Background: an optimization exercise with open tools, aiming at small area. Do not read the settings as production practice. In this exercise RTL edits were held to simulation tests only and were not proved equivalent to the original. No driver is modelled on the clock port, so clock power and skew are understated where the tree is cut down; a real chip needs a root buffer or a tree. Power is estimated from default activity; no workload was simulated.

`flow/design.v`:
```
module ethernet_parser (
    input wire clk,
    input wire rst_n,
    input  wire [63:0] s_axis_tdata,   
    input  wire [7:0]  s_axis_tkeep,   
    input  wire        s_axis_tvalid,  
    output wire        s_axis_tready,  
    input  wire        s_axis_tlast,   
    output reg  [63:0] m_axis_tdata,   
    output reg  [7:0]  m_axis_tkeep,   
    output reg         m_axis_tvalid,  
    input  wire        m_axis_tready,  
    output reg         m_axis_tlast,   
    output reg         parsed_valid_pulse, 
    output reg [47:0]  dst_mac,
    output reg [47:0]  src_mac,
    output reg [15:0]  ethertype,
    output reg [31:0]  src_ip,
    output reg [31:0]  dst_ip,
    output reg [15:0]  src_port,
    output reg [15:0]  dst_port
);
localparam IDLE    = 3'd0, 
           WORD1   = 3'd1, 
           WORD2   = 3'd2, 
           WORD3   = 3'd3, 
           WORD4   = 3'd4, 
           WORD5   = 3'd5, 
           PAYLOAD = 3'd6; 
reg [2:0] state;            
reg [2:0] word_count;       
reg parsing_done;           
assign s_axis_tready = (m_axis_tready || !m_axis_tvalid);
always @(posedge clk or negedge rst_n) begin
    if (!rst_n) begin
        state <= IDLE;
        word_count <= 0;
        parsing_done <= 0;
        parsed_valid_pulse <= 0;
        dst_mac <= 0; src_mac <= 0; ethertype <= 0;
        src_ip <= 0; dst_ip <= 0;
        src_port <= 0; dst_port <= 0;
        m_axis_tdata <= 0;
        m_axis_tkeep <= 0;
        m_axis_tvalid <= 0;
        m_axis_tlast <= 0;
    end else begin
        parsed_valid_pulse <= 0;
        if (m_axis_tvalid && m_axis_tready) begin
            m_axis_tvalid <= 0;
            m_axis_tlast <= 0;
        end
        if (s_axis_tvalid && s_axis_tready) begin
            m_axis_tdata  <= s_axis_tdata;
            m_axis_tkeep  <= s_axis_tkeep;
            m_axis_tvalid <= 1;
            m_axis_tlast  <= s_axis_tlast;
            case (state)
                IDLE: begin
                    state <= WORD1;
                    word_count <= 0;
                    parsing_done <= 0;
                    dst_mac[47:0]   <= s_axis_tdata[63:16];  
                    src_mac[47:32]  <= s_axis_tdata[15:0];   
                end
                WORD1: begin
                    state <= WORD2;
                    src_mac[31:0]  <= s_axis_tdata[63:32];  
                    ethertype      <= s_axis_tdata[31:16];  
                end
                WORD2: begin
                    state <= WORD3;                
                end
                WORD3: begin
                    state <= WORD4;
                    src_ip <= s_axis_tdata[63:32];  
                    dst_ip <= s_axis_tdata[31:0];   
                end
                WORD4: begin
                    state <= WORD5;
                    src_port <= s_axis_tdata[63:48];  
                    dst_port <= s_axis_tdata[47:32];  
                    parsed_valid_pulse <= 1;       
                    parsing_done <= 1;
                end
                WORD5: begin
                    state <= PAYLOAD;
                end
                PAYLOAD: begin
                    if (s_axis_tlast) begin
                        state <= IDLE;
                    end
                end
            endcase
        end
    end
end
endmodule
```
`flow/run.sh`:
```
#!/bin/bash
# synth_recipe.tcl (not shown) runs the flow's synth.tcl, then flattens the netlist and writes it again
# the make line also repeats each setting of config.mk as NAME=value (left out here)
make -C /OpenROAD-flow-scripts/flow DESIGN_CONFIG=/design/flow/config.mk WORK_HOME=/design/flow/orfs CLKGATE_MAP_FILE= SYNTH_SCRIPT=/design/flow/synth_recipe.tcl finish
```
`flow/config.mk`:
```
export PLATFORM = sky130hd
export DESIGN_NAME = ethernet_parser
export DESIGN_NICKNAME = ethernet_parser
export VERILOG_FILES = /design/flow/design.v
export SDC_FILE = /design/flow/constraint.sdc
export NUM_CORES = 4
export LEC_CHECK = 0
export CAP_MARGIN = 20
export CORE_MARGIN = 2
export CORE_UTILIZATION = 40
export SLEW_MARGIN = 20
```
`flow/constraint.sdc`:
```
create_clock -name core_clock -period 5.0 [get_ports {clk}]
set_input_delay 1.0000 -clock core_clock [delete_from_list [all_inputs] [get_ports {clk}]]
set_output_delay 1.0000 -clock core_clock [all_outputs]
set_load 0.01 [all_outputs]
```
==> results.py, run 1 <==
metrics = {
    "pwr": {
        "vdd.ir_drop.worst_v": 0.000368,
        "powerDensity_mw_per_mm2": 628,
        "p_leak_nw": 6.65,
    },
    "synth": {
        "synthTopCellsByArea": "dfrtp_1 67%, mux2_2 24%, mux2_1 5.7%",
        "ys_types": 26,
        "synth-xor-area-share_pct": 0.0818,
        "syn-instance-count": 620,
        "synth_top_family_by_area": "multiplexers",
        "ys_ff_latch": 286,
        "synthSimpleGateAreaFrac_pct": 1.16,
        "synthAdderAreaFrac_pct": 0,
        "synth_mux_area_share_pct": 29.5,
        "syn-num-nets": 697,
        "yosysWarnings": 1,
        "netlist.area_leader.share_pct": 66.8,
        "synth-compound-area-share_pct": 0.374,
        "synth_area_sq_mm": 0.0107,
        "yosys.area.top_type": "dfrtp_1",
        "ys_seq_area_share_pct": 66.8,
        "syn_area_per_cell_sq_um": 17.3,
    },
    "layout": {
        "regArea_sq_mm": 0.00716,
        "area_growth_pct": 47.1,
        "fin_nets": 1069,
        "drive_gt1_share_pct": 29.2,
        "fillers": 1993,
        "multi_input_area_sq_mm": 0.00336,
    },
    "drt": {
        "drtIter0Drc": 304,
        "wl_per_cell_um": 21.5,
        "ant_nets": 0,
        "num_vias": 6748,
        "totalWireLength_um": 29000,
        "drc_errors": 0,
        "vias_per_cell": 4.99,
        "drtPass1Iterations": 4,
    },
    "setup_path": {
        "start_kind": "input port",
        "cp.required_ns": 4.00,
        "cp.arrival_ns": 3.17,
        "r2r_start": "m_axis_tvalid$_DFFE_PN0P_",
        "r2r_setup_slack_ns": 2.16,
        "crit_type": "in2out",
        "path_max_fanout": 7,
        "ff2ff_path_depth": 5,
        "setup.worst_path.end_class": "output port",
        "r2r-end": "m_axis_tdata[7]$_DFFE_PN0P_",
    },
    "place": {
        "portBuffers": 360,
        "gp_congestion": 0.797,
        "preCtsSetupSlack_ns": 0.820,
        "dp_hpwl_um": 20500,
    },
    "floorplan": {
        "die_area_sq_mm": 0.0281,
        "core-area_sq_mm": 0.0262,
        "dieHeight_um": 168,
        "die_w_um": 168,
        "core.rowCount": 59,
        "start_util_pct": 40.9,
        "ios": 361,
    },
    "worst_hold_path": {
        "hold_depth": 1,
        "hold_class": "reg2reg",
        "min_to": "dst_mac[8]$_DFFE_PN0P_",
        "hold_start": "dst_mac[8]$_DFFE_PN0P_",
    },
    "sta": {
        "fin_skew_ns": 0.0122,
        "fin_crit_sh_pct": 83.5,
        "worstMarginPinSlew_ns": 0.912,
        "setup_viol": 0,
        "fin_ws_ns": 0.827,
        "rsz0062_at_grt": "false",
        "finalMaxSlewViolations": 0,
        "slew_headroom_pct": 39.0,
        "hold_viol_final": 0,
        "timing.fmax_ghz": 0.240,
        "fin_crit_ns": 4.17,
        "final.setup.tns_ns": 0,
    },
    "global_route": {
        "grt_antenna_before_repair": 2,
        "grt-ovfl-total": 0,
        "top_usage_layer": "met2",
        "use_met3_pct": 8.63,
        "use_met1_pct": 24.4,
        "grt_first_pass_wirelength_um": 44900,
        "grt_pass1_vias": 7496,
        "grt_max_degree": 120,
        "use_met2_pct": 34.1,
        "grt_usage_pct": 20.6,
    },
    "clock_tree": {
        "cts_sinks": 286,
        "cts_tree": "yes",
        "ctsRootBufferMaster": "clkbuf_16",
        "clkTransAtPathRegs_ns": 0.06,
        "postCtsResizedCells": 0,
        "post_cts_buffers": 0,
        "cts_max_level": 1,
        "clockBufferDepth": 3,
        "numCtsBuffers": 30,
        "clk_latency_ns": 0.54,
        "ctsHoldBuffers": 0,
    },
    "outcome": {
        "outcome": "no timing/DRC/antenna violations",
    },
    "job": {
        "maxCapViolCount": 0,
    },
}
==> placed cells by master (no fill, tap or decap), types with 3 or more instances in the layout <==
| cell type | synthesis | layout |
|---|---|---|
| clkdlybuf4s50_1 | 0 | 359 |
| dfrtp_1 | 286 | 286 |
| mux2_2 | 226 | 226 |
| mux2_1 | 54 | 54 |
| clkbuf_16 | 0 | 31 |
| clkbuf_8 | 0 | 8 |
| buf_4 | 9 | 8 |
| clkinv_2 | 0 | 7 |
| bufinv_16 | 0 | 5 |
| clkbuf_1 | 1 | 3 |
| buf_12 | 0 | 3 |
==> layout make-up <==
type,count,area share (%)
Timing Repair Buffer,371,23.7
Inverter,1,0.0238
Sequential cell,286,45.4
Antenna cell,2,0.0318
Multi-Input combinational cell,302,21.3
Clock inverter,13,1.22
Tap cell,335,2.66
Clock buffer,42,5.69
==> routing by layer <==
metal  share of wire (%)  up-vias  wire length (um)
li1                    -     2963                 -
met1                  39     3446             11300
met2                  48      286             13900
met3                  10       53              3010
met4                 2.8        0               806
met5                   0        -                 0
==> stage by stage <==
| stage | hold slack, ns | area, sq um | std cells | utilization (%) | power, mW |
|---|---|---|---|---|---|
| 6_report | 0.481 | 15800 | 1352 | 60.1 | 9.89 |
| 5_1_grt | 0.507 | 15800 | 1352 | 60.1 | 10.4 |
| 4_1_cts | 0.487 | 15800 | 1350 | 60.1 | 10.0 |
| 3_5_place_dp | 0.474 | 14700 | 1295 | 56.0 | 7.59 |
| 3_3_place_gp | 0.467 | 14700 | 1295 | 56.0 | 7.48 |
| 2_1_floorplan | 0.517 | 10700 | 620 | - | 5.17 |
==> synth_stat cells (all sizes together) <==
cell,number
nand2,3
nor3,2
xnor2,1
a32oi,1
nand3,1
clkbuf,1
nand3b,2
nor4b,1
dfrtp,286
a31oi,2
mux2,280
o2bb2ai,1
nor2b,1
nand2b,2
nand4,1
clkinv,1
o21ai,2
mux2i,1
nor4,1
buf,30
==> where the power goes <==
group	switching (mW)	leakage (nW)	internal (mW)
logic	1.44	2.66	2.30
registers	0.517	3.45	3.25
clock network	0.887	0.541	1.50
==> critical path: stages <==
cell and delay, ns:
clkdlybuf4s50_1 0.42, nor2b_1 0.66, clkinv_1 0.45, clkdlybuf4s50_1 0.64
==> flip-flops by register name, indices dropped and copies added, names as in the netlist <==
register,count
m_axis_tkeep,8
parsed_valid_pulse,1
src_mac,48
src_ip,32
dst_port,16
m_axis_tdata,64
dst_ip,32
state,3
m_axis_tlast,1
ethertype,16
dst_mac,48
src_port,16
m_axis_tvalid,1
==> how the worst max path moves through the flow <==
stage	endpoint	from	cells past startpoint
after detailed placement	s_axis_tready	m_axis_tready	4
final	s_axis_tready	m_axis_tready	4
after floorplan	dst_mac[21]$_DFFE_PN0P_	s_axis_tvalid	5
after global placement	s_axis_tready	m_axis_tready	4
after CTS	s_axis_tready	m_axis_tready	4
after global routing	s_axis_tready	m_axis_tready	4
==> logic make-up after synthesis <==
| logic type | count (synthesis) |
|---|---|
| AO/OA/AOI/OAI | 6 |
| XOR/XNOR | 1 |
| buffers and inverters | 32 |
| flip-flops | 286 |
| multiplexers | 281 |
| AND/OR/NAND/NOR | 14 |
==> inputs of run 2 (changes only) <==
==> flow/design.v (replaced) <==
module ethernet_parser (
    input wire clk,
    input wire rst_n,
    input  wire [63:0] s_axis_tdata,
    input  wire [7:0]  s_axis_tkeep,
    input  wire        s_axis_tvalid,
    output wire        s_axis_tready,
    input  wire        s_axis_tlast,
    output reg  [63:0] m_axis_tdata,
    output reg  [7:0]  m_axis_tkeep,
    output reg         m_axis_tvalid,
    input  wire        m_axis_tready,
    output reg         m_axis_tlast,
    output wire        parsed_valid_pulse,
    output wire [47:0] dst_mac,
    output wire [47:0] src_mac,
    output wire [15:0] ethertype,
    output wire [31:0] src_ip,
    output wire [31:0] dst_ip,
    output wire [15:0] src_port,
    output wire [15:0] dst_port
);
localparam IDLE    = 3'd0,
           WORD1   = 3'd1,
           WORD2   = 3'd2,
           WORD3   = 3'd3,
           WORD4   = 3'd4,
           PULSE   = 3'd5,
           WORD5   = 3'd6,
           PAYLOAD = 3'd7;
reg [2:0]  state;
reg [63:0] beat0;      
reg [63:16] beat1;     
reg [63:0] prev_beat;  
assign s_axis_tready = m_axis_tready | ~m_axis_tvalid;
wire accept = s_axis_tvalid & s_axis_tready;
assign parsed_valid_pulse = (state == PULSE);
assign dst_mac   = beat0[63:16];
assign src_mac   = {beat0[15:0], beat1[63:32]};
assign ethertype = beat1[31:16];
assign src_ip    = prev_beat[63:32];
assign dst_ip    = prev_beat[31:0];
assign src_port  = m_axis_tdata[63:48];
assign dst_port  = m_axis_tdata[47:32];
always @(posedge clk or negedge rst_n) begin
    if (!rst_n) begin
        state <= IDLE;
        m_axis_tvalid <= 1'b0;
    end else begin
        m_axis_tvalid <= s_axis_tvalid | (m_axis_tvalid & ~m_axis_tready);
        if (accept) begin
            case (state)
                IDLE:    state <= WORD1;
                WORD1:   state <= WORD2;
                WORD2:   state <= WORD3;
                WORD3:   state <= WORD4;
                WORD4:   state <= PULSE;
                PAYLOAD: if (s_axis_tlast) state <= IDLE;
                default: state <= PAYLOAD;
            endcase
        end else if (state == PULSE) begin
            state <= WORD5;
        end
    end
end
always @(posedge clk) begin
    prev_beat <= m_axis_tdata;
    if (accept) begin
        m_axis_tdata <= s_axis_tdata;
        m_axis_tkeep <= s_axis_tkeep;
        m_axis_tlast <= s_axis_tlast;
    end
    if (accept && state == IDLE)
        beat0 <= s_axis_tdata;
    if (accept && state == WORD1)
        beat1 <= s_axis_tdata[63:16];
end
endmodule
==> flow/flow/run.sh (new file) <==
#!/bin/bash
# Standard layout, but port buffers use the smallest buffer cell.
cp standard.sh standard_sh_copy.txt
export BUFFER_PORTS_ARGS="-buffer_cell sky130_fd_sc_hd__buf_1"
bash standard.sh > standard_flow.log 2>&1
==> flow/standard.sh (new file) <==
#!/bin/bash
# synth_recipe.tcl (not shown) runs the flow's synth.tcl, then flattens the netlist and writes it again
# the make line also repeats each setting of config.mk as NAME=value (left out here)
make -C /OpenROAD-flow-scripts/flow DESIGN_CONFIG=/design/flow/config.mk WORK_HOME=/design/flow/orfs CLKGATE_MAP_FILE= SYNTH_SCRIPT=/design/flow/synth_recipe.tcl "${@:-finish}"
--- a/flow/config.mk
+++ b/flow/config.mk
@@ -7,5 +7,6 @@
 export LEC_CHECK = 0
 export CAP_MARGIN = 20
 export CORE_MARGIN = 2
-export CORE_UTILIZATION = 40
+export CORE_UTILIZATION = 60
+export CTS_BUF_LIST = sky130_fd_sc_hd__clkbuf_4 sky130_fd_sc_hd__clkbuf_2
 export SLEW_MARGIN = 20
removed: flow/run.sh
==> run 2 against run 1 <==
- cell count down 34%
- non-clock buffer count decreased by 7
- largest cell class unchanged
- critical path type is now reg2out
- highest routed layer unchanged
- synthesized area down 32%
- register-to-register slack better by 0.58 ns
- critical endpoint is now parsed_valid_pulse
==> results.py, run 2 <==
metrics = {
    "clock_tree": {
        "cts_max_level": 2,
        "postCtsResizedCells": 0,
        "ctsRootBufferMaster": "clkbuf_4",
        "clockBufferDepth": 3,
        "ctsHoldBuffers": 0,
        "clkTransAtPathRegs_ns": 0.06,
        "clk_latency_ns": 0.63,
        "numCtsBuffers": 58,
        "cts_sinks": 253,
        "cts_tree": "yes",
        "post_cts_buffers": 0,
    },
    "global_route": {
        "grt_first_pass_wirelength_um": 23000,
        "grt_max_degree": 52,
        "grt_pass1_vias": 4099,
        "grt-ovfl-total": 0,
        "grt_antenna_before_repair": 1,
        "grt_usage_pct": 24.6,
    },
    "sta": {
        "hold_viol_final": 0,
        "fin_crit_ns": 2.68,
        "worstMarginPinSlew_ns": 0.695,
        "slew_headroom_pct": 53.6,
        "setup_viol": 0,
        "rsz0062_at_grt": "false",
        "fin_skew_ns": 0.0244,
        "finalMaxSlewViolations": 0,
        "fin_crit_sh_pct": 53.6,
        "timing.fmax_ghz": 0.373,
        "final.setup.tns_ns": 0,
    },
    "layout": {
        "top_regs": "beat0 (64), m_axis_tdata (64), prev_beat (64)",
        "regArea_sq_mm": 0.00694,
        "final_core_util_pct": 78.9,
        "final_cell_mix": "360 x buf_1, 185 x edfxtp_1, 92 x clkbuf_4",
        "fin_nets": 773,
        "final_common_cell": "buf_1",
        "multi_input_area_sq_um": 145,
        "fillers": 740,
        "drive_gt1_share_pct": 13.7,
        "area_growth_pct": 28.9,
    },
    "synth": {
        "syn_area_per_cell_sq_um": 23.9,
        "synthTopCellsByCount": "185 x edfxtp_1, 64 x dfxtp_1, 32 x buf_4",
        "syn-num-nets": 383,
        "yosysMostFrequentCell": "edfxtp_1",
        "async_flop_share_pct": 1.58,
        "ys_ff_latch": 253,
        "yosysWarnings": 1,
        "synth_edf_count": 185,
        "syn-instance-count": 306,
        "yosys.area.top_type": "edfxtp_1",
        "ys.flop_type": "edfxtp_1",
        "ys_types": 20,
        "synthTopCellsByArea": "edfxtp_1 76%, dfxtp_1 18%, buf_4 3.3%",
        "ys_seq_area_share_pct": 94.8,
        "netlist.area_leader.share_pct": 75.9,
        "synth_area_sq_mm": 0.00732,
    },
    "drt": {
        "vias_per_cell": 4.79,
        "drtIter0Drc": 235,
        "ant_nets": 0,
        "wl_per_cell_um": 18.7,
        "drtPass1Iterations": 4,
        "totalWireLength_um": 16700,
        "drc_errors": 0,
        "num_vias": 4274,
    },
    "place": {
        "gp_congestion": 0.778,
        "portBuffers": 360,
        "dp_hpwl_um": 12000,
    },
    "floorplan": {
        "core-area_sq_mm": 0.0120,
        "die_w_um": 114,
        "die_area_sq_mm": 0.0131,
        "core.rowCount": 40,
        "start_util_pct": 61.2,
        "dieHeight_um": 114,
        "ios": 361,
    },
    "setup_path": {
        "start_kind": "flop",
        "path_max_fanout": 6,
        "crit_type": "reg2out",
        "cp.required_ns": 4.00,
        "setup.worst_path.end_class": "output port",
        "cp.arrival_ns": 1.68,
    },
    "pwr": {
        "power_mw": 4.39,
        "p_leak_nw": 3.26,
        "vdd.ir_drop.worst_v": 0.000342,
        "powerDensity_mw_per_mm2": 465,
    },
    "job": {
        "maxCapViolCount": 0,
    },
    "worst_hold_path": {
        "hold_class": "in2async",
    },
    "outcome": {
        "outcome": "no timing/DRC/antenna violations",
    },
}
run 2: final cells by class:
type,instances,area share (%)
repair buffers,364,14.6
clock inverters,17,0.955
inverters,2,0.0795
flip-flops and latches,253,73.5
diodes,1,0.0265
clock buffers,92,7.32
well taps,147,1.95
multi-input cells,17,1.54
run 2: final timing paths:
check / from / to / slack (ns) / cells after the start
worst max register to register: m_axis_tvalid$_DFF_PN0_ / m_axis_tdata[6]$_DFFE_PP_ / 2.74 / 4
worst min register to register: m_axis_tdata[14]$_DFFE_PP_ / prev_beat[14]$_DFF_P_ / 0.37 / 0
min in group core_clock: m_axis_tdata[14]$_DFFE_PP_ / prev_beat[14]$_DFF_P_ / 0.37 / 0
worst max-delay path: state[2]$_DFFE_PN0P_ / parsed_valid_pulse / 2.32 / 3
worst min-delay path: rst_n / state[0]$_DFFE_PN0P_ / 0.20 / 1
max in group asynchronous: rst_n / state[2]$_DFFE_PN0P_ / 4.59 / 1
run 2: cell families (layout without fill, tap and decap cells):
logic type / Yosys count / count (layout) / share of synthesized area [%]
muxes: 1 / 1 / 0.205
buffers and inverters: 36 / 475 / 3.61
DFF: 253 / 253 / 94.8
and+or+nand+nor: 10 / 10 / 0.855
AOI/OAI and AO/OA: 6 / 6 / 0.564
other: 0 / 1 / 0
run 2: per-stage QoR:
stage | instances | hold slack, ns | setup slack (ns) | instance area [sq um]
5_1_grt | 893 | 0.153 | 2.20 | 9440
2_1_floorplan | 306 | 0.416 | 1.19 | 7340
4_1_cts | 892 | 0.150 | 2.27 | 9440
6_report | 893 | 0.205 | 2.32 | 9440
3_5_place_dp | 783 | 0.353 | 2.00 | 8650
3_3_place_gp | 783 | 0.352 | 2.08 | 8650
run 2: critical path: stages (launching register included):
cell and delay [ns]:
dfrtp_1 0.52, inv_1 0.15, nor3b_1 0.22, buf_1 0.17
run 2: power breakdown:
group / leakage [nW] / switching, mW / internal, mW
Combinational: 0.508 / 0.205 / 0.0883
Sequential: 2.29 / 0.0745 / 2.39
Clock: 0.462 / 0.739 / 0.887
run 2: metal layers:
| layer | wire, um | GRT usage (%) |
|---|---|---|
| met4 | 425 | 10.5 |
| met5 | 0 | 0 |
| met1 | 5850 | 28.1 |
| met2 | 8690 | 41.0 |
| met3 | 1700 | 10.5 |
==> inputs of run 3 (changes only) <==
==> flow/run.sh (new file) <==
#!/bin/bash
# synth_recipe.tcl (not shown) runs the flow's synth.tcl, then flattens the netlist and writes it again
# the make line also repeats each setting of config.mk as NAME=value (left out here)
make -C /OpenROAD-flow-scripts/flow DESIGN_CONFIG=/design/flow/config.mk WORK_HOME=/design/flow/orfs CLKGATE_MAP_FILE= SYNTH_SCRIPT=/design/flow/synth_recipe.tcl finish
removed: flow/flow/run.sh
removed: flow/standard.sh
==> run 3 against run 2 <==
- the flow now stops in clock tree synthesis (4_1_cts)
- synthesized cell count stayed put
- synthesized area did not move
==> results.py, run 3 <==
metrics = {
    "floorplan": {
        "die_w_um": 114,
        "core.rowCount": 40,
        "dieHeight_um": 114,
        "ios": 361,
        "start_util_pct": 61.2,
    },
    "synth": {
        "syn_area_per_cell_sq_um": 23.9,
        "synth_edf_count": 185,
        "synth_area_sq_mm": 0.00732,
        "ys_seq_area_share_pct": 94.8,
        "yosysMostFrequentCell": "edfxtp_1",
        "yosysWarnings": 1,
        "syn-num-nets": 383,
        "ys.flop_type": "edfxtp_1",
        "syn-instance-count": 306,
        "ys_types": 20,
        "synthTopCellsByCount": "185 x edfxtp_1, 64 x dfxtp_1, 32 x buf_4",
        "yosys.area.top_type": "edfxtp_1",
        "async_flop_share_pct": 1.58,
        "ys_ff_latch": 253,
        "synthTopCellsByArea": "edfxtp_1 76%, dfxtp_1 18%, buf_4 3.3%",
        "netlist.area_leader.share_pct": 75.9,
    },
    "clock_tree": {
        "ctsHoldBuffers": 0,
        "clockBufferDepth": 3,
        "ctsRootBufferMaster": "clkbuf_4",
        "cts_sinks": 253,
        "cts_max_level": 2,
        "numCtsBuffers": 56,
        "post_cts_buffers": 0,
        "postCtsResizedCells": 0,
    },
    "place": {
        "place_inst": 784,
        "dp_hpwl_um": 15900,
        "portBuffers": 360,
        "gp_congestion": 0.847,
        "placed_cell_area_sq_mm": 0.0109,
    },
    "outcome": {
        "outcome": "stopped before the end",
        "error": "[ERROR DPL-0033] detailed placement checks failed during check placement.",
        "failed_stage": "clock tree synthesis (4_1_cts)",
    },
}
[run 3: cell counts after synthesis]
Identical to the previous run, type by type.
[run 3: logic make-up after synthesis]
logic type	Yosys count	synth area share, %
AOI/OAI and AO/OA	6	0.564
muxes	1	0.205
and+or+nand+nor	10	0.855
DFF	253	94.8
buffers and inverters	36	3.61
[run 3: how the worst max path moves through the flow]
stage / slack, ns / cells after the start / end
3_3_place_gp: 1.72 / 3 / s_axis_tready
3_5_place_dp: 1.68 / 3 / s_axis_tready
2_1_floorplan: 1.19 / 4 / beat0[0]$_DFFE_PP_
[run 3: power by group through the flow]
stage | Clock (mW) | Sequential, mW | Combinational (mW)
2_1_floorplan | 0 | 2.55 | 0.112
3_3_place_gp | 0 | 2.51 | 0.480
3_5_place_dp | 0 | 2.52 | 0.500
[run 3: stage by stage]
step | setup slack, ns | util (%)
global placement | 1.72 | 91.3
floorplan | 1.19 | -
detailed placement | 1.68 | 91.3
==> inputs of run 4 (changes only) <==
--- a/flow/config.mk
+++ b/flow/config.mk
@@ -7,6 +7,5 @@
 export LEC_CHECK = 0
 export CAP_MARGIN = 20
 export CORE_MARGIN = 2
-export CORE_UTILIZATION = 60
-export CTS_BUF_LIST = sky130_fd_sc_hd__clkbuf_4 sky130_fd_sc_hd__clkbuf_2
+export CORE_UTILIZATION = 40
 export SLEW_MARGIN = 20
==> run 4 against run 3 <==
- the run now finishes clean
- synthesized cell count did not move
- synthesized area unchanged
==> results.py, run 4 <==
metrics = {
    "setup_path": {
        "r2r_setup_slack_ns": 2.66,
        "cp.required_ns": 4.00,
        "setup.worst_path.end_class": "output port",
        "r2r-end": "m_axis_tdata[46]$_DFFE_PP_",
        "cp.arrival_ns": 2.30,
        "path_max_fanout": 7,
        "r2r_start": "m_axis_tvalid$_DFF_PN0_",
        "crit_type": "in2out",
        "start_kind": "input port",
        "ff2ff_path_depth": 4,
        "critPathLaunch": "m_axis_tready",
    },
    "place": {
        "gp_congestion": 0.755,
        "dp_hpwl_um": 13800,
        "place_inst": 866,
        "portBuffers": 360,
        "preCtsSetupSlack_ns": 1.56,
    },
    "clock_tree": {
        "post_cts_buffers": 0,
        "cts_tree": "yes",
        "cts_max_level": 1,
        "numCtsBuffers": 26,
        "cts_sinks": 253,
        "clk_latency_ns": 0.52,
        "ctsRootBufferMaster": "clkbuf_16",
        "clockBufferDepth": 3,
        "ctsHoldBuffers": 0,
        "clkTransAtPathRegs_ns": 0.06,
        "postCtsResizedCells": 0,
    },
    "global_route": {
        "grt_antenna_before_repair": 0,
        "grt_pass1_vias": 4160,
        "grt_first_pass_wirelength_um": 27200,
        "grt-ovfl-total": 0,
        "grt_max_degree": 46,
        "grt_usage_pct": 18.7,
    },
    "drt": {
        "ant_nets": 0,
        "num_vias": 4092,
        "wl_per_cell_um": 20.6,
        "drtIter0Drc": 206,
        "drtPass1Iterations": 4,
        "vias_per_cell": 4.48,
        "totalWireLength_um": 18900,
        "drc_errors": 0,
    },
    "floorplan": {
        "ios": 361,
        "die_area_sq_mm": 0.0194,
        "core-area_sq_mm": 0.0180,
        "dieHeight_um": 139,
        "core.rowCount": 49,
        "start_util_pct": 40.7,
        "die_w_um": 139,
    },
    "sta": {
        "hold_ws_ns": 0.365,
        "worstMarginPinSlew_ns": 0.736,
        "slew_headroom_pct": 50.9,
        "fin_crit_ns": 3.30,
        "fin_crit_sh_pct": 66.0,
        "finalMaxSlewViolations": 0,
        "final.setup.tns_ns": 0,
        "fin_skew_ns": 0.00623,
        "fin_ws_ns": 1.70,
        "setup_viol": 0,
        "rsz0062_at_grt": "false",
        "timing.fmax_ghz": 0.303,
        "hold_viol_final": 0,
    },
    "worst_hold_path": {
        "hold_class": "reg2reg",
        "min_to": "prev_beat[31]$_DFF_P_",
        "hold_start": "m_axis_tdata[31]$_DFFE_PP_",
        "hold_depth": 0,
    },
    "synth": {
        "yosysMostFrequentCell": "edfxtp_1",
        "ys_types": 20,
        "synth_area_sq_mm": 0.00732,
        "ys.flop_type": "edfxtp_1",
        "yosysWarnings": 1,
        "syn-num-nets": 383,
        "yosys.area.top_type": "edfxtp_1",
        "async_flop_share_pct": 1.58,
        "synthTopCellsByArea": "edfxtp_1 76%, dfxtp_1 18%, buf_4 3.3%",
        "netlist.area_leader.share_pct": 75.9,
        "ys_seq_area_share_pct": 94.8,
        "synth_edf_count": 185,
        "syn_area_per_cell_sq_um": 23.9,
        "ys_ff_latch": 253,
        "synthTopCellsByCount": "185 x edfxtp_1, 64 x dfxtp_1, 32 x buf_4",
        "syn-instance-count": 306,
    },
    "layout": {
        "final_cell_mix": "360 x clkdlybuf4s50_1, 185 x edfxtp_1, 64 x dfxtp_1",
        "drive_gt1_share_pct": 8.03,
        "fillers": 1239,
        "regArea_sq_mm": 0.00694,
        "final_core_util_pct": 66.4,
        "fin_nets": 742,
        "fin_cells": 914,
        "area_growth_pct": 62.9,
        "top_regs": "beat0 (64), m_axis_tdata (64), prev_beat (64)",
        "multi_input_area_sq_um": 145,
        "antenna_cells": 0,
        "final_common_cell": "clkdlybuf4s50_1",
    },
    "pwr": {
        "p_leak_nw": 4.24,
        "vdd.ir_drop.worst_v": 0.000278,
        "powerDensity_mw_per_mm2": 413,
    },
    "job": {
        "maxCapViolCount": 0,
    },
    "outcome": {
        "outcome": "no timing/DRC/antenna violations",
    },
}
run 4: cell counts after synthesis:
Identical to the previous run, type by type.
run 4: logic make-up after synthesis:
group | Yosys count | synth area share (%)
AO/OA/AOI/OAI | 6 | 0.564
buffers and inverters | 36 | 3.61
flip-flops | 253 | 94.8
multiplexers | 1 | 0.205
AND/OR/NAND/NOR | 10 | 0.855
run 4: worst max path at each step:
| stage | endpoint | slack, ns | cells past startpoint |
|---|---|---|---|
| floorplan | beat0[0]$_DFFE_PP_ | 1.19 | 4 |
| global placement | m_axis_tdata[37]$_DFFE_PP_ | 1.64 | 5 |
| detailed placement | m_axis_tdata[33]$_DFFE_PP_ | 1.56 | 5 |
| CTS | s_axis_tready | 1.71 | 3 |
| global route | s_axis_tready | 1.63 | 3 |
| finish | s_axis_tready | 1.70 | 3 |
run 4: worst max-delay path: stages:
cell,delay [ns]
clkdlybuf4s50_1,0.45
nand2b_1,0.25
clkdlybuf4s50_1,0.60
run 4: cell type report:
type                    count  share of cell area (%)
inverters                   2                  0.0734
flip-flops and latches    253                    58.2
clock buffers              40                    7.01
clock inverters             8                   0.598
multi-input cells          17                    1.22
well taps                 229                    2.40
repair buffers            365                    30.5
run 4: where the power goes:
group | switching, mW | total, mW | internal [mW] | leakage (nW)
clock | 0.764 | 1.97 | 1.20 | 0.456
sequential | 0.0741 | 2.47 | 2.40 | 2.29
combinational | 0.213 | 0.488 | 0.275 | 1.50
run 4: per-layer routing:
layer  part of all wire [%]  track usage [%]  vias up
li1                       -                -     1836
met1                     37             21.4     1997
met2                     52             33.3      229
met3                    8.9             5.88       30
met4                    2.7             6.22        0
met5                      0                0        -
run 4: stage by stage:
stage | power, mW | instance area, sq um
global route | 5.09 | 11900
global placement | 2.99 | 11000
finish | 4.92 | 11900
CTS | 4.98 | 11900
detailed placement | 3.01 | 11000
floorplan | 2.66 | 7340
==> inputs of run 5 (changes only) <==
==> flow/flow/run.sh (new file) <==
#!/bin/bash
# The standard layout with two changes: port buffers use the smallest
# buffer cell, and clock tree synthesis uses larger sink clusters of small
# clock buffers without dummy loads.
export BUFFER_PORTS_ARGS="-buffer_cell sky130_fd_sc_hd__buf_1"
export CTS_ARGS="-sink_clustering_enable -repair_clock_nets -sink_clustering_size 20 -sink_clustering_max_diameter 60 -buf_list {sky130_fd_sc_hd__clkbuf_4 sky130_fd_sc_hd__clkbuf_8} -dont_use_dummy_load"
bash standard.sh > standard_flow.log 2>&1
==> flow/standard.sh (new file) <==
#!/bin/bash
# synth_recipe.tcl (not shown) runs the flow's synth.tcl, then flattens the netlist and writes it again
# the make line also repeats each setting of config.mk as NAME=value (left out here)
make -C /OpenROAD-flow-scripts/flow DESIGN_CONFIG=/design/flow/config.mk WORK_HOME=/design/flow/orfs CLKGATE_MAP_FILE= SYNTH_SCRIPT=/design/flow/synth_recipe.tcl "${@:-finish}"
--- a/flow/config.mk
+++ b/flow/config.mk
@@ -5,7 +5,7 @@
 export SDC_FILE = /design/flow/constraint.sdc
 export NUM_CORES = 4
 export LEC_CHECK = 0
-export CAP_MARGIN = 20
+export CAP_MARGIN = 10
 export CORE_MARGIN = 2
-export CORE_UTILIZATION = 40
-export SLEW_MARGIN = 20
+export CORE_UTILIZATION = 60
+export SLEW_MARGIN = 10
removed: flow/run.sh
==> run 5 against run 4 <==
- count of clock-buffer cells in the layout is 24 lower
- maximum frequency is 31% higher
- global-route usage is 4.4 points higher
- flip-flop and latch count stayed put
- worst hold slack worse by 0.0038 ns
- critical path depth stayed put
- synthesized area stayed put
- clock skew is 0.020 ns higher
- routed wire length is 16% lower
- register-to-register slack better by 0.09 ns
- core utilization is 7.8 points higher
- non-clock buffer count is 1 lower
==> results.py, run 5 <==
metrics = {
    "sta": {
        "fin_crit_ns": 2.52,
        "fin_ws_ns": 2.48,
        "fin_skew_ns": 0.0263,
        "setup_viol": 0,
        "timing.fmax_ghz": 0.397,
        "hold_viol_final": 0,
        "slew_headroom_pct": 53.7,
        "finalMaxSlewViolations": 0,
        "worstMarginPinSlew_ns": 0.694,
        "rsz0062_at_grt": "false",
        "final.setup.tns_ns": 0,
        "fin_crit_sh_pct": 50.4,
    },
    "pwr": {
        "power_mw": 3.59,
        "powerDensity_mw_per_mm2": 405,
        "p_leak_nw": 2.91,
        "vdd.ir_drop.worst_v": 0.000294,
    },
    "floorplan": {
        "start_util_pct": 61.2,
        "core.rowCount": 40,
        "die_area_sq_mm": 0.0131,
        "dieHeight_um": 114,
        "die_w_um": 114,
        "ios": 361,
        "core-area_sq_mm": 0.0120,
    },
    "drt": {
        "num_vias": 3964,
        "wl_per_cell_um": 19.9,
        "ant_nets": 0,
        "vias_per_cell": 4.96,
        "drc_errors": 0,
        "drtIter0Drc": 233,
        "drtPass1Iterations": 5,
        "totalWireLength_um": 15900,
    },
    "clock_tree": {
        "clockBufferDepth": 3,
        "clk_latency_ns": 0.48,
        "postCtsResizedCells": 0,
        "post_cts_buffers": 0,
        "cts_tree": "yes",
        "cts_sinks": 253,
        "numCtsBuffers": 16,
        "clkTransAtPathRegs_ns": 0.09,
        "ctsRootBufferMaster": "clkbuf_8",
        "ctsHoldBuffers": 0,
        "cts_max_level": 1,
    },
    "global_route": {
        "grt_first_pass_wirelength_um": 21900,
        "grt_antenna_before_repair": 0,
        "grt_usage_pct": 23.1,
        "grt_pass1_vias": 3721,
        "grt-ovfl-total": 0,
        "grt_max_degree": 52,
    },
    "layout": {
        "antenna_cells": 0,
        "final_cell_mix": "360 x buf_1, 185 x edfxtp_1, 64 x dfxtp_1",
        "drive_gt1_share_pct": 3.83,
        "fin_nets": 731,
        "fillers": 789,
        "top_regs": "beat0 (64), m_axis_tdata (64), prev_beat (64)",
        "fin_area_sq_mm": 0.00887,
        "area_growth_pct": 21.2,
        "final_common_cell": "buf_1",
    },
    "worst_hold_path": {
        "hold_class": "in2async",
    },
    "synth": {
        "synthTopCellsByArea": "edfxtp_1 76%, dfxtp_1 18%, buf_4 3.3%",
        "yosys.area.top_type": "edfxtp_1",
        "syn-instance-count": 306,
        "netlist.area_leader.share_pct": 75.9,
        "synth_edf_count": 185,
        "ys_ff_latch": 253,
        "synth_area_sq_mm": 0.00732,
        "yosysWarnings": 1,
        "ys_types": 20,
        "synthTopCellsByCount": "185 x edfxtp_1, 64 x dfxtp_1, 32 x buf_4",
        "syn_area_per_cell_sq_um": 23.9,
        "yosysMostFrequentCell": "edfxtp_1",
        "ys.flop_type": "edfxtp_1",
        "syn-num-nets": 383,
        "async_flop_share_pct": 1.58,
        "ys_seq_area_share_pct": 94.8,
    },
    "place": {
        "placed_cell_area_sq_mm": 0.00865,
        "portBuffers": 360,
        "preCtsSetupSlack_ns": 2.00,
        "gp_congestion": 0.778,
        "dp_hpwl_um": 12000,
    },
    "outcome": {
        "outcome": "no timing/DRC/antenna violations",
    },
    "setup_path": {
        "cp.arrival_ns": 1.52,
        "start_kind": "flop",
        "critPathLaunch": "state[2]$_DFFE_PN0P_",
        "r2r_start": "m_axis_tvalid$_DFF_PN0_",
        "cp.required_ns": 4.00,
        "ff2ff_path_depth": 4,
        "setup.worst_path.end_class": "output port",
        "path_max_fanout": 6,
        "crit_type": "reg2out",
    },
    "job": {
        "maxCapViolCount": 0,
    },
}
==> run 5: cell counts after synthesis <==
No cell type changed its count.
==> run 5: critical path, stage by stage, from the launching register on <==
cell,delay [ns]
dfrtp_1,0.52
inv_1,0.15
nor3b_1,0.22
buf_1,0.17
==> run 5: metrics by stage <==
stage	util [%]	hold WS, ns	std cells
2_1_floorplan	-	0.416	306
3_3_place_gp	72.4	0.352	783
3_5_place_dp	72.4	0.353	783
4_1_cts	74.2	0.350	799
5_1_grt	74.2	0.346	799
6_report	74.2	0.361	799
==> run 5: power breakdown <==
part           total, mW  switching (mW)  internal [mW]
Clock              0.834           0.543          0.292
Sequential          2.47          0.0739           2.39
Combinational      0.292           0.204         0.0883
==> run 5: kinds of logic (layout without fill, tap and decap cells) <==
logic type	Yosys count	count (layout)	share of synthesized area, %
AND/OR/NAND/NOR	10	10	0.855
multiplexers	1	1	0.205
AO/OA/AOI/OAI	6	6	0.564
flip-flops	253	253	94.8
buffers and inverters	36	382	3.61
==> run 5: area by class of cell <==
type,instances,area [sq um],area share (%)
Timing Repair Buffer,364,1380,15.6
Clock buffer,16,220,2.48
Sequential cell,253,6940,78.2
Inverter,2,7.51,0.0846
Multi-Input combinational cell,17,145,1.64
Tap cell,147,184,2.07
==> run 5: routing by layer <==
layer  global-route usage (%)  part of all wire (%)  vias up
met2                     40.4                    54      212
li1                         -                     -     1782
met4                     6.91                   2.0        0
met1                     28.0                    35     1947
met3                     6.83                   9.0       23
met5                        0                     0        -
==> run 5: path summary, 6_finish.rpt <==
path                                                   end  slack (ns)
worst min-delay path               m_axis_tvalid$_DFF_PN0_        0.36
min in group core_clock              prev_beat[14]$_DFF_P_        0.38
worst max-delay path                    parsed_valid_pulse        2.48
worst min register to register       prev_beat[14]$_DFF_P_        0.38
worst max register to register  m_axis_tdata[30]$_DFFE_PP_        2.75
max in group asynchronous             state[0]$_DFFE_PN0P_        4.44
==> inputs of run 6 (changes only) <==
--- a/flow/design.v
+++ b/flow/design.v
@@ -22,12 +22,12 @@
 );
 localparam IDLE    = 3'd0,
            WORD1   = 3'd1,
-           WORD2   = 3'd2,
-           WORD3   = 3'd3,
-           WORD4   = 3'd4,
-           PULSE   = 3'd5,
-           WORD5   = 3'd6,
-           PAYLOAD = 3'd7;
+           WORD2   = 3'd3,
+           WORD3   = 3'd2,
+           WORD4   = 3'd6,
+           PULSE   = 3'd7,
+           WORD5   = 3'd5,
+           PAYLOAD = 3'd4;
 reg [2:0]  state;
 reg [63:0] beat0;      
 reg [63:16] beat1;     
@@ -70,9 +70,9 @@
         m_axis_tkeep <= s_axis_tkeep;
         m_axis_tlast <= s_axis_tlast;
     end
-    if (accept && state == IDLE)
+    if (state == IDLE)
         beat0 <= s_axis_tdata;
-    if (accept && state == WORD1)
+    if (state == WORD1)
         beat1 <= s_axis_tdata[63:16];
 end
 endmodule
--- a/flow/config.mk
+++ b/flow/config.mk
@@ -5,7 +5,7 @@
 export SDC_FILE = /design/flow/constraint.sdc
 export NUM_CORES = 4
 export LEC_CHECK = 0
-export CAP_MARGIN = 10
+export CAP_MARGIN = 0
 export CORE_MARGIN = 2
 export CORE_UTILIZATION = 60
-export SLEW_MARGIN = 10
+export SLEW_MARGIN = 0
==> run 6 against run 5 <==
- die area is 0.53% lower
- worst hold slack worse by 0.043 ns
- setup slack improved by 0.15 ns
- sequential power is 12% higher
- non-clock buffer count is 1 lower
- global-route usage fell by 0.14 points
- sequential share of layout area increased by 0.40 points
- clock power hardly changed
- first-iteration DRC count rose by 24%
- total power rose by 19%
- critical endpoint is now s_axis_tready
==> results.py, run 6 <==
metrics = {
    "place": {
        "dp_hpwl_um": 11600,
        "portBuffers": 360,
        "placed_cell_area_sq_mm": 0.00861,
        "preCtsSetupSlack_ns": 2.51,
        "gp_congestion": 0.816,
        "place_inst": 778,
    },
    "sta": {
        "fin_crit_ns": 2.38,
        "hold_viol_final": 0,
        "worstMarginPinSlew_ns": 1.05,
        "final.setup.tns_ns": 0,
        "slew_headroom_pct": 29.9,
        "rsz0062_at_grt": "false",
        "setup_viol": 0,
        "fin_skew_ns": 0.0133,
        "fin_ws_ns": 2.62,
        "finalMaxSlewViolations": 0,
        "fin_crit_sh_pct": 47.5,
        "timing.fmax_ghz": 0.421,
    },
    "global_route": {
        "grt-ovfl-total": 0,
        "grt_pass1_vias": 3718,
        "grt_first_pass_wirelength_um": 21700,
        "grt_antenna_before_repair": 0,
        "use_met2_pct": 40.9,
        "use_met3_pct": 7.36,
        "grt_usage_pct": 23.0,
        "grt_max_degree": 76,
        "top_usage_layer": "met2",
        "use_met1_pct": 26.5,
    },
    "synth": {
        "syn_area_per_cell_sq_um": 24.3,
        "netlist.area_leader.share_pct": 76.3,
        "ys_ff_latch": 253,
        "synthTopCellsByArea": "edfxtp_1 76%, dfxtp_1 18%, buf_4 3.3%",
        "synthTopCellsByCount": "185 x edfxtp_1, 64 x dfxtp_1, 32 x buf_4",
        "syn-instance-count": 300,
        "yosysMostFrequentCell": "edfxtp_1",
        "async_flop_share_pct": 1.58,
        "synth_edf_count": 185,
        "ys_types": 16,
        "ys.flop_type": "edfxtp_1",
        "synth_area_sq_mm": 0.00728,
        "yosysWarnings": 1,
        "syn-num-nets": 377,
        "yosys.area.top_type": "edfxtp_1",
        "ys_seq_area_share_pct": 95.3,
    },
    "drt": {
        "num_vias": 3918,
        "totalWireLength_um": 15700,
        "drc_errors": 0,
        "vias_per_cell": 4.93,
        "wl_per_cell_um": 19.8,
        "drtPass1Iterations": 4,
        "drtIter0Drc": 288,
        "ant_nets": 0,
    },
    "setup_path": {
        "cp_top_family": "buffers and inverters",
        "path_max_fanout": 6,
        "start_kind": "input port",
        "cp-endpoint": "s_axis_tready",
        "cpPeakStageDelay_ns": 0.16,
        "setup.worst_path.end_class": "output port",
        "crit_path_frequent_cell": "buf_1",
        "cp.arrival_ns": 1.38,
        "crit_slowest_cell": "buf_1",
        "r2r-end": "m_axis_tdata[20]$_DFFE_PN_",
        "crit_path_cell_trace": "buf_1, nand2b_4, buf_1",
        "cp_num_cells": 3,
        "ff2ff_path_depth": 2,
        "cp_num_buf_inv": 2,
        "cp.required_ns": 4.00,
        "r2r_start": "m_axis_tvalid$_DFF_PN0_",
        "r2r_setup_slack_ns": 3.19,
        "critPathLaunch": "m_axis_tready",
        "crit_type": "in2out",
    },
    "layout": {
        "final_cell_mix": "360 x buf_1, 185 x edfxtp_1, 64 x dfxtp_1",
        "top_regs": "beat0 (64), m_axis_tdata (64), prev_beat (64)",
        "antenna_cells": 0,
        "fin_area_sq_mm": 0.00883,
        "drive_gt1_share_pct": 3.71,
        "final_common_cell": "buf_1",
        "regArea_sq_mm": 0.00694,
        "fin_nets": 726,
        "fin_cells": 794,
        "area_growth_pct": 21.3,
        "multi_input_area_sq_um": 115,
        "fillers": 769,
    },
    "floorplan": {
        "ios": 361,
        "dieHeight_um": 114,
        "start_util_pct": 61.1,
        "core.rowCount": 40,
        "die_area_sq_mm": 0.0130,
        "core-area_sq_mm": 0.0119,
        "die_w_um": 114,
    },
    "clock_tree": {
        "clkTransAtPathRegs_ns": 0.11,
        "post_cts_buffers": 0,
        "ctsHoldBuffers": 0,
        "ctsRootBufferMaster": "clkbuf_8",
        "cts_sinks": 253,
        "clk_latency_ns": 0.49,
        "cts_max_level": 1,
        "cts_tree": "yes",
        "numCtsBuffers": 16,
        "clockBufferDepth": 3,
        "postCtsResizedCells": 0,
    },
    "worst_hold_path": {
        "hold_class": "in2async",
    },
    "pwr": {
        "vdd.ir_drop.worst_v": 0.000313,
        "p_leak_nw": 2.92,
        "power_mw": 4.27,
        "powerDensity_mw_per_mm2": 484,
    },
    "outcome": {
        "outcome": "no timing/DRC/antenna violations",
    },
    "job": {
        "maxCapViolCount": 0,
    },
}
[run 6: changes by cell type in the layout (fill, tap and decap cells not counted), sizes merged, moves of 2 or more]
cell / previous run / this run
a21oi: 2 / 4
nand2: 2 / 0
and2: 0 / 2
inv: 2 / 0
[run 6: metal layers]
metal / vias to the layer above / routed length (um)
met5: - / 0
met4: 0 / 491
met3: 31 / 1450
met2: 231 / 8260
met1: 1887 / 5520
li1: 1769 / -
[run 6: through the flow]
stage | hold WS, ns | util, %
floorplan | 0.416 | -
global placement | 0.350 | 72.3
detailed placement | 0.351 | 72.3
CTS | 0.296 | 74.1
global route | 0.307 | 74.1
finish | 0.318 | 74.1
[run 6: kinds of logic (layout without fill, tap and decap cells)]
| kind of cell | count (synthesis) | count (layout) | share of synthesized area, % |
|---|---|---|---|
| AOI/OAI and AO/OA | 6 | 6 | 0.481 |
| and+or+nand+nor | 9 | 9 | 0.928 |
| buffers and inverters | 32 | 379 | 3.30 |
| DFF | 253 | 253 | 95.3 |
[run 6: final cells by class]
type                    count  share of cell area, %
flip-flops and latches    253                   78.6
repair buffers            363                   15.6
clock buffers              16                   2.49
well taps                 147                   2.08
multi-input cells          15                   1.30
[run 6: worst min-delay path by stage]
stage	start	end	slack [ns]	depth (start not counted)
2_1_floorplan	m_axis_tdata[0]$_DFFE_PN_	prev_beat[0]$_DFF_P_	0.42	0
3_3_place_gp	m_axis_tdata[2]$_DFFE_PN_	prev_beat[2]$_DFF_P_	0.35	0
3_5_place_dp	m_axis_tdata[14]$_DFFE_PN_	prev_beat[14]$_DFF_P_	0.35	0
4_1_cts	rst_n	m_axis_tvalid$_DFF_PN0_	0.30	1
5_1_grt	rst_n	m_axis_tvalid$_DFF_PN0_	0.31	1
6_report	rst_n	m_axis_tvalid$_DFF_PN0_	0.32	1
[run 6: where the power goes]
part	internal [mW]	leakage [nW]	switching (mW)	total, mW
Combinational	0.160	0.488	0.513	0.673
Sequential	2.65	2.32	0.112	2.76
Clock	0.291	0.115	0.541	0.832
==> inputs of run 7 (changes only) <==
--- a/flow/config.mk
+++ b/flow/config.mk
@@ -7,5 +7,5 @@
 export LEC_CHECK = 0
 export CAP_MARGIN = 0
 export CORE_MARGIN = 2
-export CORE_UTILIZATION = 60
+export CORE_UTILIZATION = 85
 export SLEW_MARGIN = 0
==> run 7 against run 6 <==
- the flow now stops in I/O pin placement (3_2_place_iop)
- synthesized cell count is the same
- synthesized area unchanged
==> results.py, run 7 <==
metrics = {
    "synth": {
        "yosys.area.top_type": "edfxtp_1",
        "yosysWarnings": 1,
        "ys_types": 16,
        "syn-instance-count": 300,
        "ys_ff_latch": 253,
        "synth_area_sq_mm": 0.00728,
        "synthTopCellsByCount": "185 x edfxtp_1, 64 x dfxtp_1, 32 x buf_4",
        "syn_area_per_cell_sq_um": 24.3,
        "netlist.area_leader.share_pct": 76.3,
        "synth_edf_count": 185,
        "ys_seq_area_share_pct": 95.3,
        "ys.flop_type": "edfxtp_1",
        "yosysMostFrequentCell": "edfxtp_1",
        "syn-num-nets": 377,
        "async_flop_share_pct": 1.58,
        "synthTopCellsByArea": "edfxtp_1 76%, dfxtp_1 18%, buf_4 3.3%",
    },
    "outcome": {
        "error": "[ERROR PPL-0024] Number of IO pins (361) exceeds maximum number of available positions (340). Increase the die perimeter from 386.16um to 490.96um.",
        "outcome": "stopped before the end",
        "failed_stage": "I/O pin placement (3_2_place_iop)",
    },
    "floorplan": {
        "start_util_pct": 88.2,
        "core.rowCount": 33,
        "die_w_um": 96.5,
        "dieHeight_um": 96.5,
    },
}
-- run 7: cell counts after synthesis --
Identical to the previous run, type by type.
-- run 7: cells by family after synthesis --
| logic type | Yosys count | synth area share (%) |
|---|---|---|
| buf+inv | 32 | 3.30 |
| flops | 253 | 95.3 |
| simple gates | 9 | 0.928 |
| compound gates | 6 | 0.481 |
==> inputs of run 8 (changes only) <==
--- a/flow/config.mk
+++ b/flow/config.mk
@@ -7,5 +7,5 @@
 export LEC_CHECK = 0
 export CAP_MARGIN = 0
 export CORE_MARGIN = 2
-export CORE_UTILIZATION = 85
+export CORE_UTILIZATION = 75
 export SLEW_MARGIN = 0
==> run 8 against run 7 <==
- now clean on timing, DRC and antenna
- synthesized area stayed put
- synthesized cell count stayed put
==> results.py, run 8 <==
metrics = {
    "outcome": {
        "outcome": "no timing/DRC/antenna violations",
    },
    "synth": {
        "synthTopCellsByArea": "edfxtp_1 76%, dfxtp_1 18%, buf_4 3.3%",
        "yosys.area.top_type": "edfxtp_1",
        "syn-instance-count": 300,
        "synth_area_sq_mm": 0.00728,
        "ys.flop_type": "edfxtp_1",
        "ys_seq_area_share_pct": 95.3,
        "synth_edf_count": 185,
        "async_flop_share_pct": 1.58,
        "netlist.area_leader.share_pct": 76.3,
        "ys_ff_latch": 253,
        "yosysMostFrequentCell": "edfxtp_1",
        "ys_types": 16,
        "syn_area_per_cell_sq_um": 24.3,
        "syn-num-nets": 377,
        "yosysWarnings": 1,
        "synthTopCellsByCount": "185 x edfxtp_1, 64 x dfxtp_1, 32 x buf_4",
    },
    "floorplan": {
        "core.rowCount": 35,
        "start_util_pct": 78.0,
        "die_w_um": 103,
        "ios": 361,
        "die_area_sq_mm": 0.0105,
        "dieHeight_um": 103,
        "core-area_sq_mm": 0.00933,
    },
    "setup_path": {
        "crit_type": "reg2reg",
        "cp.arrival_ns": 2.79,
        "cpPeakStageDelay_ns": 1.10,
        "crit_slowest_cell": "nor3_4",
        "ff2ff_path_depth": 2,
        "setup.worst_path.end_class": "flop",
        "start_kind": "flop",
        "path_max_fanout": 40,
        "crit_path_cell_trace": "nor3_4, buf_4",
        "cp.required_ns": 5.11,
    },
    "pwr": {
        "vdd.ir_drop.worst_v": 0.000441,
        "p_leak_nw": 2.92,
        "pwr-share-seq_pct": 63.8,
        "intPower_mw": 3.11,
        "clock_power_share_pct": 19.7,
        "pwr-share-comb_pct": 16.6,
        "p_sw_share_pct": 29.6,
        "switchingPower_mw": 1.31,
        "powerDensity_mw_per_mm2": 502,
    },
    "layout": {
        "top_regs": "beat0 (64), m_axis_tdata (64), prev_beat (64)",
        "fin_nets": 725,
        "drive_gt1_share_pct": 3.56,
        "final_common_cell": "buf_1",
        "antenna_cells": 0,
        "final_cell_mix": "360 x buf_1, 185 x edfxtp_1, 64 x dfxtp_1",
        "area_growth_pct": 20.9,
    },
    "global_route": {
        "grt_usage_pct": 42.6,
        "grt_first_pass_wirelength_um": 30500,
        "grt-ovfl-total": 0,
        "grt_antenna_before_repair": 0,
        "grt_pass1_vias": 4515,
        "grt_max_degree": 76,
    },
    "clock_tree": {
        "clockBufferDepth": 3,
        "cts_max_level": 1,
        "ctsHoldBuffers": 0,
        "numCtsBuffers": 16,
        "postCtsResizedCells": 0,
        "post_cts_buffers": 0,
        "cts_tree": "yes",
        "cts_sinks": 253,
        "clkTransAtPathRegs_ns": 0.11,
        "ctsRootBufferMaster": "clkbuf_8",
        "clk_latency_ns": 0.50,
    },
    "drt": {
        "drc_errors": 0,
        "drtPass1Iterations": 5,
        "vias_per_cell": 5.91,
        "drtIter0Drc": 485,
        "num_vias": 4577,
        "wl_per_cell_um": 29.2,
        "totalWireLength_um": 22600,
        "ant_nets": 0,
    },
    "sta": {
        "fin_crit_sh_pct": 53.5,
        "fin_skew_ns": 0.0292,
        "slew_headroom_pct": 11.7,
        "worstMarginPinSlew_ns": 1.32,
        "final.setup.tns_ns": 0,
        "rsz0062_at_grt": "false",
        "finalMaxSlewViolations": 0,
        "setup_viol": 0,
        "fin_crit_ns": 2.68,
        "hold_viol_final": 0,
        "timing.fmax_ghz": 0.374,
        "hold_ws_ns": 0.313,
    },
    "job": {
        "maxCapViolCount": 0,
    },
    "place": {
        "gp_congestion": 0.875,
        "portBuffers": 360,
        "dp_hpwl_um": 15000,
    },
    "worst_hold_path": {
        "hold_class": "in2async",
    },
}
-- run 8: cell counts after synthesis --
No cell type changed its count.
-- run 8: layer usage --
| layer | GRT usage, % | up-vias | share of wire [%] |
|---|---|---|---|
| li1 | - | 1764 | - |
| met5 | 0 | - | 0 |
| met2 | 73.5 | 500 | 52 |
| met1 | 45.5 | 2207 | 28 |
| met3 | 13.5 | 106 | 12 |
| met4 | 26.9 | 0 | 7.7 |
-- run 8: logic make-up after synthesis --
| logic type | synth area share, % |
|---|---|
| buffers and inverters | 3.30 |
| AO/OA/AOI/OAI | 0.481 |
| AND/OR/NAND/NOR | 0.928 |
| flip-flops | 95.3 |
-- run 8: path summary, 6_finish.rpt --
check,start,end,slack (ns)
setup / recovery,state[2]$_DFFE_PN0P_,beat0[27]$_DFFE_PN_,2.32
hold / removal,rst_n,state[1]$_DFFE_PN0P_,0.31
setup reg to reg,state[2]$_DFFE_PN0P_,beat0[27]$_DFFE_PN_,2.32
hold reg to reg,m_axis_tdata[14]$_DFFE_PN_,prev_beat[14]$_DFF_P_,0.38
max in group asynchronous,rst_n,state[2]$_DFFE_PN0P_,4.50
min in group core_clock,m_axis_tdata[14]$_DFFE_PN_,prev_beat[14]$_DFF_P_,0.38
-- run 8: critical path: cells and delay by family (launching register included) --
| kind | cells | cell delay [ns] |
|---|---|---|
| buf+inv | 1 | 0.64 |
| flops | 1 | 0.51 |
| simple gates | 1 | 1.10 |
-- run 8: power by group through the flow --
| stage | combinational (mW) | sequential (mW) | clock, mW |
|---|---|---|---|
| 2_1_floorplan | 0.176 | 2.97 | 0 |
| 3_3_place_gp | 0.677 | 2.81 | 0 |
| 3_5_place_dp | 0.703 | 2.83 | 0 |
| 4_1_cts | 0.722 | 2.81 | 0.863 |
| 5_1_grt | 0.759 | 2.83 | 0.924 |
| 6_report | 0.731 | 2.82 | 0.868 |
-- run 8: through the flow --
stage	instances	power, mW	instance area, sq um	util (%)	setup slack [ns]
after floorplan	300	3.15	7280	-	1.58
after CTS	775	4.39	8800	94.3	2.35
after global placement	759	3.48	8580	92.0	2.55
after detailed placement	759	3.53	8580	92.0	2.49
after global routing	775	4.52	8800	94.3	2.26
final	775	4.42	8800	94.3	2.32
-- run 8: final cells by class --
class	count	area, sq um
fillers	216	528
flip-flops and latches	253	6940
multi-input cells	15	115
repair buffers	362	1370
well taps	129	161
clock buffers	16	220
==> inputs of run 9 (changes only) <==
==> flow/flow/run.sh (replaced) <==
#!/bin/bash
# The standard layout with three changes: port buffers use the smallest
# buffer cell, clock tree synthesis uses sink clusters of 20 without dummy
# loads, and the clock tree's root buffer is removed so the clock port drives
# the two first-level tree buffers directly.
set -e
export BUFFER_PORTS_ARGS="-buffer_cell sky130_fd_sc_hd__buf_1"
export CTS_ARGS="-sink_clustering_enable -repair_clock_nets -sink_clustering_size 20 -sink_clustering_max_diameter 60 -buf_list {sky130_fd_sc_hd__clkbuf_4 sky130_fd_sc_hd__clkbuf_8} -dont_use_dummy_load"
bash standard.sh cts > standard_cts.log 2>&1
RDIR=$PWD/orfs/results/sky130hd/ethernet_parser/base openroad -no_init -exit flow/rm_root.tcl > rm_root.log 2>&1
bash standard.sh > standard_flow.log 2>&1
==> flow/flow/rm_root.tcl (new file) <==
# Remove the clock tree's root buffer: the clock port then drives the
# root's loads (the two first-level tree buffers) directly.
set R $::env(RDIR)
read_db $R/4_1_cts.odb
set block [ord::get_db_block]
set port_net [$block findNet clk]
set root ""
foreach it [$port_net getITerms] {
  set inst [$it getInst]
  if {[string match "*clkbuf*" [[$inst getMaster] getName]]} { lappend root $inst }
}
if {[llength $root] != 1} { puts "root buffers: [llength $root], leaving the tree as it is"; exit 0 }
set inst [lindex $root 0]
set out_net ""
foreach it [$inst getITerms] {
  if {[$it isOutputSignal]} { set out_net [$it getNet] }
}
set loads {}
foreach it [$out_net getITerms] {
  if {[$it getInst] != $inst} { lappend loads $it }
}
if {[llength $loads] > 4} { puts "root drives [llength $loads] pins, leaving the tree as it is"; exit 0 }
puts "removing [$inst getName] ([[$inst getMaster] getName]), moving [llength $loads] loads to clk"
foreach it $loads { $it disconnect; $it connect $port_net }
odb::dbInst_destroy $inst
odb::dbNet_destroy $out_net
write_db $R/4_1_cts.odb
write_db $R/4_cts.odb
==> run 9 against run 8 <==
- still clean
- cell count fell by 0.13%
- clock skew rose by 0.0037 ns
- count of clock-buffer cells in the layout fell by 1
- clock power fell by 2.9%
- register-to-register slack barely moved
- flip-flop and latch count did not move
- sequential share of layout area rose by 0.12 points
- combinational power barely moved
- critical path depth did not move
- via count fell by 0.17%
- routed wire length fell by 0.99%
- synthesized cell count did not move
- largest cell class unchanged
==> results.py, run 9 <==
metrics = {
    "clock_tree": {
        "cts_sinks": 253,
        "postCtsResizedCells": 0,
        "clkTransAtPathRegs_ns": 0.11,
        "ctsHoldBuffers": 0,
        "post_cts_buffers": 0,
        "clk_latency_ns": 0.38,
    },
    "synth": {
        "async_flop_share_pct": 1.58,
        "ys.flop_type": "edfxtp_1",
        "netlist.area_leader.share_pct": 76.3,
        "ys_seq_area_share_pct": 95.3,
        "ys_ff_latch": 253,
        "ys_types": 16,
        "yosysMostFrequentCell": "edfxtp_1",
        "yosys.area.top_type": "edfxtp_1",
        "syn_area_per_cell_sq_um": 24.3,
        "syn-instance-count": 300,
        "syn-num-nets": 377,
        "synth_edf_count": 185,
        "synthTopCellsByCount": "185 x edfxtp_1, 64 x dfxtp_1, 32 x buf_4",
        "synthTopCellsByArea": "edfxtp_1 76%, dfxtp_1 18%, buf_4 3.3%",
        "yosysWarnings": 1,
        "synth_area_sq_mm": 0.00728,
    },
    "floorplan": {
        "ios": 361,
        "start_util_pct": 78.0,
        "core.rowCount": 35,
        "core-area_sq_mm": 0.00933,
        "dieHeight_um": 103,
        "die_area_sq_mm": 0.0105,
        "die_w_um": 103,
    },
    "pwr": {
        "vdd.ir_drop.worst_v": 0.000441,
        "power_mw": 4.39,
        "powerDensity_mw_per_mm2": 499,
        "p_leak_nw": 2.91,
    },
    "drt": {
        "ant_nets": 0,
        "wl_per_cell_um": 29.0,
        "drc_errors": 0,
        "vias_per_cell": 5.90,
        "drtPass1Iterations": 5,
        "drtIter0Drc": 465,
        "num_vias": 4569,
        "totalWireLength_um": 22400,
    },
    "job": {
        "maxCapViolCount": 0,
    },
    "worst_hold_path": {
        "hold_start": "m_axis_tdata[14]$_DFFE_PN_",
        "hold_class": "reg2reg",
    },
    "sta": {
        "setup_viol": 0,
        "fin_crit_ns": 2.67,
        "timing.fmax_ghz": 0.374,
        "finalMaxSlewViolations": 0,
        "fin_skew_ns": 0.0329,
        "fin_crit_sh_pct": 53.4,
        "slew_headroom_pct": 11.3,
        "hold_viol_final": 0,
        "worstMarginPinSlew_ns": 1.33,
        "final.setup.tns_ns": 0,
        "rsz0062_at_grt": "false",
    },
    "place": {
        "gp_congestion": 0.875,
        "placed_cell_area_sq_mm": 0.00858,
        "portBuffers": 360,
        "dp_hpwl_um": 15000,
    },
    "setup_path": {
        "crit_slowest_cell": "nor3_4",
        "cp_top_family": "simple AND/OR/NAND/NOR gates",
        "path_max_fanout": 40,
        "r2r_start": "state[2]$_DFFE_PN0P_",
        "cp_num_buf_inv": 1,
        "crit_type": "reg2reg",
        "critPathLaunch": "state[2]$_DFFE_PN0P_",
        "cp.required_ns": 4.99,
        "r2r-end": "beat0[7]$_DFFE_PN_",
        "cp-endpoint": "beat0[7]$_DFFE_PN_",
        "cp.arrival_ns": 2.67,
        "setup.worst_path.end_class": "flop",
        "ff2ff_path_depth": 2,
        "r2r_setup_slack_ns": 2.33,
        "crit_path_cell_trace": "nor3_4, buf_4",
        "cp_num_cells": 2,
        "cpPeakStageDelay_ns": 1.10,
        "start_kind": "flop",
    },
    "layout": {
        "final_cell_mix": "360 x buf_1, 185 x edfxtp_1, 64 x dfxtp_1",
        "fillers": 219,
        "top_regs": "beat0 (64), m_axis_tdata (64), prev_beat (64)",
        "antenna_cells": 0,
        "fin_area_sq_mm": 0.00879,
        "drive_gt1_share_pct": 3.41,
        "area_growth_pct": 20.7,
        "final_common_cell": "buf_1",
        "fin_nets": 724,
    },
    "global_route": {
        "grt-ovfl-total": 0,
        "grt_first_pass_wirelength_um": 30500,
        "grt_usage_pct": 42.5,
        "grt_max_degree": 76,
        "grt_pass1_vias": 4515,
        "grt_antenna_before_repair": 0,
    },
    "outcome": {
        "outcome": "no timing/DRC/antenna violations",
    },
}
-- run 9: power breakdown --
part,switching [mW],internal [mW]
registers,0.156,2.66
logic,0.573,0.156
clock network,0.569,0.275
total,1.30,3.09
-- run 9: routing by layer --
metal	GRT usage, %	up-vias	wire length (um)
met5	0	-	0
met2	72.6	504	11600
met3	12.7	128	2620
li1	-	1766	-
met4	28.0	0	1940
met1	46.0	2171	6240
-- run 9: cell families after synthesis --
kind of cell	after synthesis	synth area share, %
DFF	253	95.3
buffers and inverters	32	3.30
and+or+nand+nor	9	0.928
AOI/OAI and AO/OA	6	0.481
-- run 9: metrics by stage --
stage               hold WS, ns  cells  utilization (%)  worst slack (ns)
global placement          0.354    759             92.0              2.55
global route              0.392    774             94.2              2.25
CTS                       0.318    775             94.3              2.35
finish                    0.380    774             94.2              2.33
floorplan                 0.416    300                -              1.58
detailed placement        0.357    759             92.0              2.49
-- run 9: cell type report --
| cell class | count | area, sq um | area share (%) |
|---|---|---|---|
| clock buffers | 15 | 206 | 2.35 |
| multi-input cells | 15 | 115 | 1.31 |
| flip-flops and latches | 253 | 6940 | 79.0 |
| well taps | 129 | 161 | 1.84 |
| repair buffers | 362 | 1370 | 15.6 |
-- run 9: how the worst min path moves through the flow --
stage | slack (ns) | depth (start not counted) | end
after floorplan | 0.42 | 0 | prev_beat[0]$_DFF_P_
after global placement | 0.35 | 0 | prev_beat[16]$_DFF_P_
after detailed placement | 0.36 | 0 | prev_beat[16]$_DFF_P_
after CTS | 0.32 | 1 | m_axis_tvalid$_DFF_PN0_
after global routing | 0.39 | 0 | prev_beat[1]$_DFF_P_
final | 0.38 | 0 | prev_beat[14]$_DFF_P_

## static timing again, ports no longer ideal
The flow's constraints put no driver on any port. The routed layouts listed below were extracted and timed again, unchanged, in two steps.
Step 1 assumes that a clkbuf_16 drives the clock port and a buf_2 every other input.
Step 2 also shifts input and output timing later by t, the mid clock arrival at the registers, as if the neighbouring blocks saw the same clock.
a / b / c = no drivers / after step 1 / after step 2; a / b = the first two.
run	t (ns)	slack for setup (ns)	pins driven straight from the clock port
run 1	0.583	0.827 / 0.775 / 0.775	1
run 2	0.655	2.320 / 2.285 / 2.002	1
run 4	0.559	1.701 / 1.677 / 1.544	1
run 5	0.508	2.479 / 2.441 / 2.010	1
run 6	0.520	2.624 / 2.600 / 2.481	1
run 8	0.521	2.325 / 2.325 / 2.325	1
run 9	0.409	2.328 / 2.328 / 2.328	2
After both steps every run listed still meets setup and hold. The setup slack of run 5, which loses most, moves by -0.038 ns with the drivers and by -0.469 ns with both steps.
